What follows belongs to an exercise in optimizing a design on an open flow for small area, a short achievable clock period and few clock cycles; a production flow would make more cautious choices.
Where RTL was checked, it was by simulation tests only, not by an equivalence proof against the original.
No activity file was given, so power comes from the tool's default toggle rates.

## lane 1
==> flow/design.v <==
module CPU (
	input signed [15:0] Mem_Data ,
	input clk ,
	input rst ,  
	output reg halt ,  
	output reg [6:0] Mem_Address ,
	output reg rd , wr,
	output signed [15:0] Data_Out ,
	output reg fZ,
	output reg fO,
	output reg fN,
	output reg fC
	);
localparam K_NONE = 2'd0, K_INS = 2'd1, K_OPR = 2'd2;
localparam S_IDLE = 3'd0, S_WAIT = 3'd1, S_X = 3'd2, S_MD = 3'd3, S_ALN = 3'd5;
localparam OP_LOAD = 4'd1, OP_STORE = 4'd2, OP_ADD = 4'd3, OP_SUB = 4'd4,
           OP_MUL = 4'd5, OP_DIV = 4'd6, OP_BR = 4'd7, OP_BRZ = 4'd8, OP_HALT = 4'd15;
reg [15:0] AC;         
reg        tnz;        
reg        tpend;      
reg [4:0]  IR;         
reg [2:0]  st;         
reg [15:0] IB;         
reg        bv;         
reg [1:0]  a_k;        
reg [1:0]  c_k;        
reg [6:0]  fpc;        
reg [16:0] X;          
reg [16:0] R;          
reg [3:0]  cnt;        
reg        neg;        
reg        dz;         
assign Data_Out = AC;
wire [15:0] W = Mem_Data;
wire a_ins = (a_k == K_INS);
wire a_opr = (a_k == K_OPR);
function [17:0] radd18;  
	input [17:0] a, b;
	input ci;
	integer i;
	reg c;
	begin
		c = ci;
		for (i = 0; i < 18; i = i + 1) begin
			radd18[i] = a[i] ^ b[i] ^ c;
			c = (a[i] & b[i]) | (c & (a[i] ^ b[i]));
		end
	end
endfunction
function [16:0] radd17;  
	input [16:0] a, b;
	input ci;
	integer i;
	reg c;
	begin
		c = ci;
		for (i = 0; i < 17; i = i + 1) begin
			radd17[i] = a[i] ^ b[i] ^ c;
			c = (a[i] & b[i]) | (c & (a[i] ^ b[i]));
		end
	end
endfunction
function [15:0] rneg16;  
	input [15:0] a;
	integer i;
	reg c;
	begin
		c = 1'b1;
		for (i = 0; i < 16; i = i + 1) begin
			rneg16[i] = ~a[i] ^ c;
			c = c & ~a[i];
		end
	end
endfunction
function [4:0] clz16;
	input [15:0] a;
	integer i;
	begin
		clz16 = 5'd16;
		for (i = 0; i < 16; i = i + 1)
			if (a[i]) clz16 = 5'd15 - i[4:0];
	end
endfunction
wire [3:0] ir_op = IR[4:1];
wire       ir_m  = IR[0];
wire       ir_md = (ir_op == OP_MUL) || (ir_op == OP_DIV);
wire       ir_div = (ir_op == OP_DIV);
wire       exec  = (st == S_X) || (st == S_WAIT && a_opr);
wire [15:0] B16 = ir_m ? W : {5'b0, X[10:0]};
wire [16:0] A17 = {ir_m & AC[15], AC};
wire [16:0] B17 = {ir_m & W[15], B16};
wire        alu_sub = (ir_op == OP_SUB);
wire [16:0] sum = A17 + (B17 ^ {17{alu_sub}}) + {16'd0, alu_sub};
wire [15:0] negv = rneg16((st == S_ALN) ? X[15:0] : AC);
wire [15:0] negAC = negv;
reg [16:0] acc;
reg [15:0] q;
reg [17:0] s18;
reg [17:0] t18;
reg        rsub;
integer j;
always @* begin
	acc = R;
	q = AC;
	for (j = 0; j < 4; j = j + 1) begin
		rsub = (j == 3) && (cnt[1:0] == 2'd0);
		t18 = q[0] ? {X[16], X} : 18'd0;
		s18 = radd18({acc[16], acc}, t18 ^ {18{rsub}}, rsub);
		acc = s18[17:1];
		q = {s18[0], q[15:1]};
	end
end
wire [15:0] xb = X[16] ? negv : X[15:0];
wire [4:0]  la = clz16(R[15:0]);
wire [4:0]  lb = clz16(xb);
wire [4:0]  dd = lb - la;
wire        qzero = (la > lb);         
wire [15:0] xal = xb << dd[3:0];
wire [16:0] rn = radd17(R, {1'b0, X[15:0]} ^ {17{~R[16]}}, ~R[16]);
wire md_last = (st == S_MD) && (cnt == 4'd0);
wire aln_done = (st == S_ALN) && (dz || qzero);
wire hf = (exec && !ir_md) || md_last || aln_done;
wire hfree = (st == S_IDLE) || hf;
reg [15:0] AC_nx;
always @* begin
	AC_nx = AC;
	if (exec) begin
		case (ir_op)
			OP_LOAD: AC_nx = ir_m ? W : X[15:0];
			OP_ADD, OP_SUB: AC_nx = sum[15:0];
			OP_MUL: AC_nx = B16;
			OP_DIV: AC_nx = 16'd0;
			default: AC_nx = AC;
		endcase
	end else if (st == S_MD) begin
		if (!ir_div)
			AC_nx = q;
		else if (cnt == 4'd0 && neg)     
			AC_nx = rn[16] ? {negAC[14:0], 1'b0} : {~AC[14:0], 1'b1};
		else
			AC_nx = {AC[14:0], ~rn[16]};
	end else if (st == S_ALN)
		AC_nx = dz ? 16'hFFFF : AC;
end
wire ex_flags = exec && (ir_op == OP_ADD || ir_op == OP_SUB || ir_md);
wire fZ_nx = ex_flags ? (AC == 16'd0) : fZ;
wire [15:0] S = bv ? IB : W;
wire s_valid = bv || a_ins;
wire start = s_valid && hfree && !halt;
wire [3:0] s_op = S[15:12];
wire s_alu = (s_op == OP_LOAD) || (s_op == OP_ADD) || (s_op == OP_SUB) ||
             (s_op == OP_MUL) || (s_op == OP_DIV);
wire s_mem = s_alu && S[11];
wire s_store = (s_op == OP_STORE);
wire s_br = (s_op == OP_BR) || (s_op == OP_BRZ && fZ_nx);
wire s_halt = (s_op == OP_HALT);
wire s_mdop = (s_op == OP_MUL) || (s_op == OP_DIV);
wire yw = bv && a_ins;
wire yc = (c_k == K_INS);
wire [6:0] fpc1 = fpc - 7'd1;
wire [6:0] fpc2 = fpc - 7'd2;
wire [6:0] fpc_rw = fpc - {5'b0, yw} - {5'b0, yc};    
wire st_hit = s_store && ((yc && S[6:0] == fpc1) || (yw && S[6:0] == (yc ? fpc2 : fpc1)));
wire flush = start && (s_br || st_hit);
wire ovf = !start && yw && !halt;    
wire kill_c = flush || ovf;
wire [6:0] fbase = ovf ? fpc_rw : fpc;
wire [6:0] fbase1 = fbase + 7'd1;
wire [6:0] s_tgt1 = S[6:0] + 7'd1;
reg        bv_nx;
reg [2:0]  st_nx;
reg [4:0]  IR_nx;
reg [3:0]  cnt_nx;
always @* begin
	bv_nx = bv;
	if (start && bv) bv_nx = a_ins && !flush;
	else if (!start && !bv && a_ins && !halt) bv_nx = 1'b1;
	st_nx = st;
	IR_nx = IR;
	cnt_nx = cnt;
	if (exec && ir_md) begin
		st_nx = ir_div ? S_ALN : S_MD;
		cnt_nx = 4'd3;
	end else if (st == S_ALN) begin
		st_nx = (dz || qzero) ? S_IDLE : S_MD;
		cnt_nx = dd[3:0];
	end else if (md_last)
		st_nx = S_IDLE;
	else if (st == S_MD)
		cnt_nx = cnt - 4'd1;
	else if (hf)
		st_nx = S_IDLE;
	if (start && s_alu) begin
		st_nx = s_mem ? S_WAIT : S_X;
		IR_nx = S[15:11];
	end
end
wire [1:0] a_k_nx = (yc && kill_c) ? K_NONE : c_k;
wire halt_nx = halt || (start && s_halt);
wire md_busy = (start && s_alu) ? s_mdop :
               (((st == S_WAIT) || (st == S_X)) && ir_md) || (st == S_ALN) ||
               (st == S_MD && cnt_nx != 4'd0);
wire cins_nx = (a_k_nx == K_INS);
wire fetch_ok = !halt_nx && !(bv_nx && cins_nx) && (!(bv_nx || cins_nx) || !md_busy);
wire t_nz = tpend ? (R[15:0] != 16'd0) : tnz;
wire use_s = start && (s_mem || s_store || s_br);    
always @(posedge clk) begin
	if (rst) begin
		halt <= 1'b0;
		AC <= 16'd0;
		tnz <= 1'b0;
		tpend <= 1'b0;
		fZ <= 1'b0;
		fO <= 1'b0;
		fN <= 1'b0;
		fC <= 1'b0;
		st <= S_IDLE;
		bv <= 1'b0;
		Mem_Address <= 7'd0;
		rd <= 1'b1;
		wr <= 1'b0;
		a_k <= K_NONE;
		c_k <= K_INS;
		fpc <= 7'd1;
	end else begin
		halt <= halt_nx;
		AC <= AC_nx;
		st <= st_nx;
		IR <= IR_nx;
		bv <= bv_nx;
		if (a_ins && ((start && bv && !flush) || (!start && !bv))) IB <= W;
		cnt <= cnt_nx;
		a_k <= a_k_nx;
		if (ex_flags) begin
			fZ <= (AC == 16'd0);
			fN <= (ir_op == OP_ADD && ir_m) ? (fN | AC[15]) : AC[15];
		end
		if (exec && (ir_op == OP_ADD || ir_op == OP_SUB))
			fC <= sum[16];
		if (exec && ir_op == OP_MUL)
			fO <= fO | t_nz;
		if (exec && ir_md) begin
			if (ir_div) begin
				R <= {1'b0, (ir_m & AC[15]) ? negAC : AC};
				X <= {ir_m & W[15], B16};
			end else begin
				R <= 17'd0;
				X <= A17;
			end
			neg <= ir_m & (AC[15] ^ W[15]);
			tnz <= t_nz;
			tpend <= 1'b0;
			dz <= (B16 == 16'd0);
		end else if (st == S_ALN) begin
			X <= {1'b0, xal};
		end else if (st == S_MD) begin
			if (ir_div) begin
				R <= rn;
				X <= {1'b0, 1'b0, X[15:1]};
			end else begin
				R <= acc;
				if (cnt[1:0] == 2'd0)
					tpend <= 1'b1;
			end
		end
		if (start && s_alu && !s_mem)
			X <= {1'b0, S};
		if (use_s) begin
			Mem_Address <= S[6:0];
			rd <= !s_store;
			wr <= s_store;
			c_k <= s_mem ? K_OPR : s_store ? K_NONE : K_INS;
			fpc <= s_br ? s_tgt1 : st_hit ? fpc_rw : fpc;
		end else if (fetch_ok) begin
			Mem_Address <= fbase;
			rd <= 1'b1;
			wr <= 1'b0;
			c_k <= K_INS;
			fpc <= fbase1;
		end else begin
			rd <= 1'b0;
			wr <= 1'b0;
			c_k <= K_NONE;
			fpc <= fbase;
		end
	end
end
endmodule
Settings: LEC_CHECK=0, ABC_AREA=1, CAP_MARGIN=20, CORE_MARGIN=2, CORE_UTILIZATION=40, SLEW_MARGIN=20; clock period 40.0 ns.
standard.sh (not shown) runs the stock make flow with config.mk's settings and CLKGATE_MAP_FILE= SYNTH_SCRIPT=/design/flow/synth_recipe.tcl, a recipe that flattens the netlist after the stock synthesis.
==> flow/flow/run.sh <==
#!/bin/bash
# Standard ORFS layout, with timing repair asked to reach a setup slack of
# 30 ns against the design's clock (the SDC is unchanged), and the ports
# buffered with buf_2 cells.
set -euo pipefail
bash standard.sh SETUP_SLACK_MARGIN=30 "BUFFER_PORTS_ARGS=-buffer_cell sky130_fd_sc_hd__buf_2" finish > flow_make.log 2>&1
Every stage of the flow completed for lane 1, and the final layout passed the timing, DRC and antenna checks.
Inputs modified between lane 1 and lane 2:
--- a/flow/design.v
+++ b/flow/design.v
@@ -143,10 +143,10 @@
 		AC_nx = dz ? 16'hFFFF : AC;
 end
 wire ex_flags = exec && (ir_op == OP_ADD || ir_op == OP_SUB || ir_md);
-wire fZ_nx = ex_flags ? (AC == 16'd0) : fZ;
+wire fZ_nx = ((st == S_WAIT || st == S_X) && (ir_op == OP_ADD || ir_op == OP_SUB || ir_md)) ?
+             (AC == 16'd0) : fZ;
 wire [15:0] S = bv ? IB : W;
 wire s_valid = bv || a_ins;
-wire start = s_valid && hfree && !halt;
 wire [3:0] s_op = S[15:12];
 wire s_alu = (s_op == OP_LOAD) || (s_op == OP_ADD) || (s_op == OP_SUB) ||
              (s_op == OP_MUL) || (s_op == OP_DIV);
@@ -154,7 +154,9 @@
 wire s_store = (s_op == OP_STORE);
 wire s_br = (s_op == OP_BR) || (s_op == OP_BRZ && fZ_nx);
 wire s_halt = (s_op == OP_HALT);
-wire s_mdop = (s_op == OP_MUL) || (s_op == OP_DIV);
+wire s_nop = (s_op == 4'd0) || (s_op >= 4'd9 && s_op <= 4'd14);
+wire s_free = (s_op == OP_BR) || (s_op == OP_BRZ) || s_nop;
+wire start = s_valid && (hfree || s_free) && !halt;
 wire yw = bv && a_ins;
 wire yc = (c_k == K_INS);
 wire [6:0] fpc1 = fpc - 7'd1;
@@ -197,11 +199,7 @@
 end
 wire [1:0] a_k_nx = (yc && kill_c) ? K_NONE : c_k;
 wire halt_nx = halt || (start && s_halt);
-wire md_busy = (start && s_alu) ? s_mdop :
-               (((st == S_WAIT) || (st == S_X)) && ir_md) || (st == S_ALN) ||
-               (st == S_MD && cnt_nx != 4'd0);
-wire cins_nx = (a_k_nx == K_INS);
-wire fetch_ok = !halt_nx && !(bv_nx && cins_nx) && (!(bv_nx || cins_nx) || !md_busy);
+wire fetch_ok = !halt_nx;
 wire t_nz = tpend ? (R[15:0] != 16'd0) : tnz;
 wire use_s = start && (s_mem || s_store || s_br);    
 always @(posedge clk) begin
Findings:
Lane 2 finished every stage and its layout cleared the timing, DRC and antenna checks. Summary of lane 2 over lane 1: final cell count lower, layout cell share with drive strength beyond 1 saw a decrease, achievable frequency increased about 0.8%. Taking lane 1 as the reference, in lane 2 global-route usage rose 0.33 points; share of async-settable or async-resettable flops after synthesis saw little to no change; period utilization decreased 0.20 points; relative contribution of the clock network to total power shows an increase of 11 points. Compared with lane 1, lane 2 shows a higher xor-xnor portion of the synthesized cell area. Taking lane 1 as the reference, in lane 2 number of cells upsized or downsized after cts now smaller; first-pass GRT wire length comparable; setup slack now larger.
Testbench counts of lane 2, summed over its fixed seeds: cycles 86,076.
No functional check of the RTL was part of lane 1.

[port drivers added, routing unchanged]
Ports are ideal in the flow. The routed layouts listed here were re-timed in OpenROAD. Step 1, drivers: a clkbuf_16 drives clk and a buf_2 each remaining input, both assumed. Step 2 moves the port delays by t, midway between the first and last clock arrival at a register: inputs arrive t later, outputs are due t later. That takes back most of the time a late clock gives input paths. Three values: no drivers, after step 1, after step 2; two values: the first two.
run	t (ns)	setup WS [ns]	slew at the worst register clock pin (ns)	worst slew at a driven data input, ns
lane 1	0.417	29.909 / 29.909 / 29.661	0.08 / 0.08	0.04
lane 2	0.426	29.991 / 29.991 / 29.706	0.09 / 0.09	0.03
After both steps every run listed still meets setup and hold. The setup slack of lane 2, which loses most, moves by 0.000 ns with the drivers and by -0.285 ns with both steps.
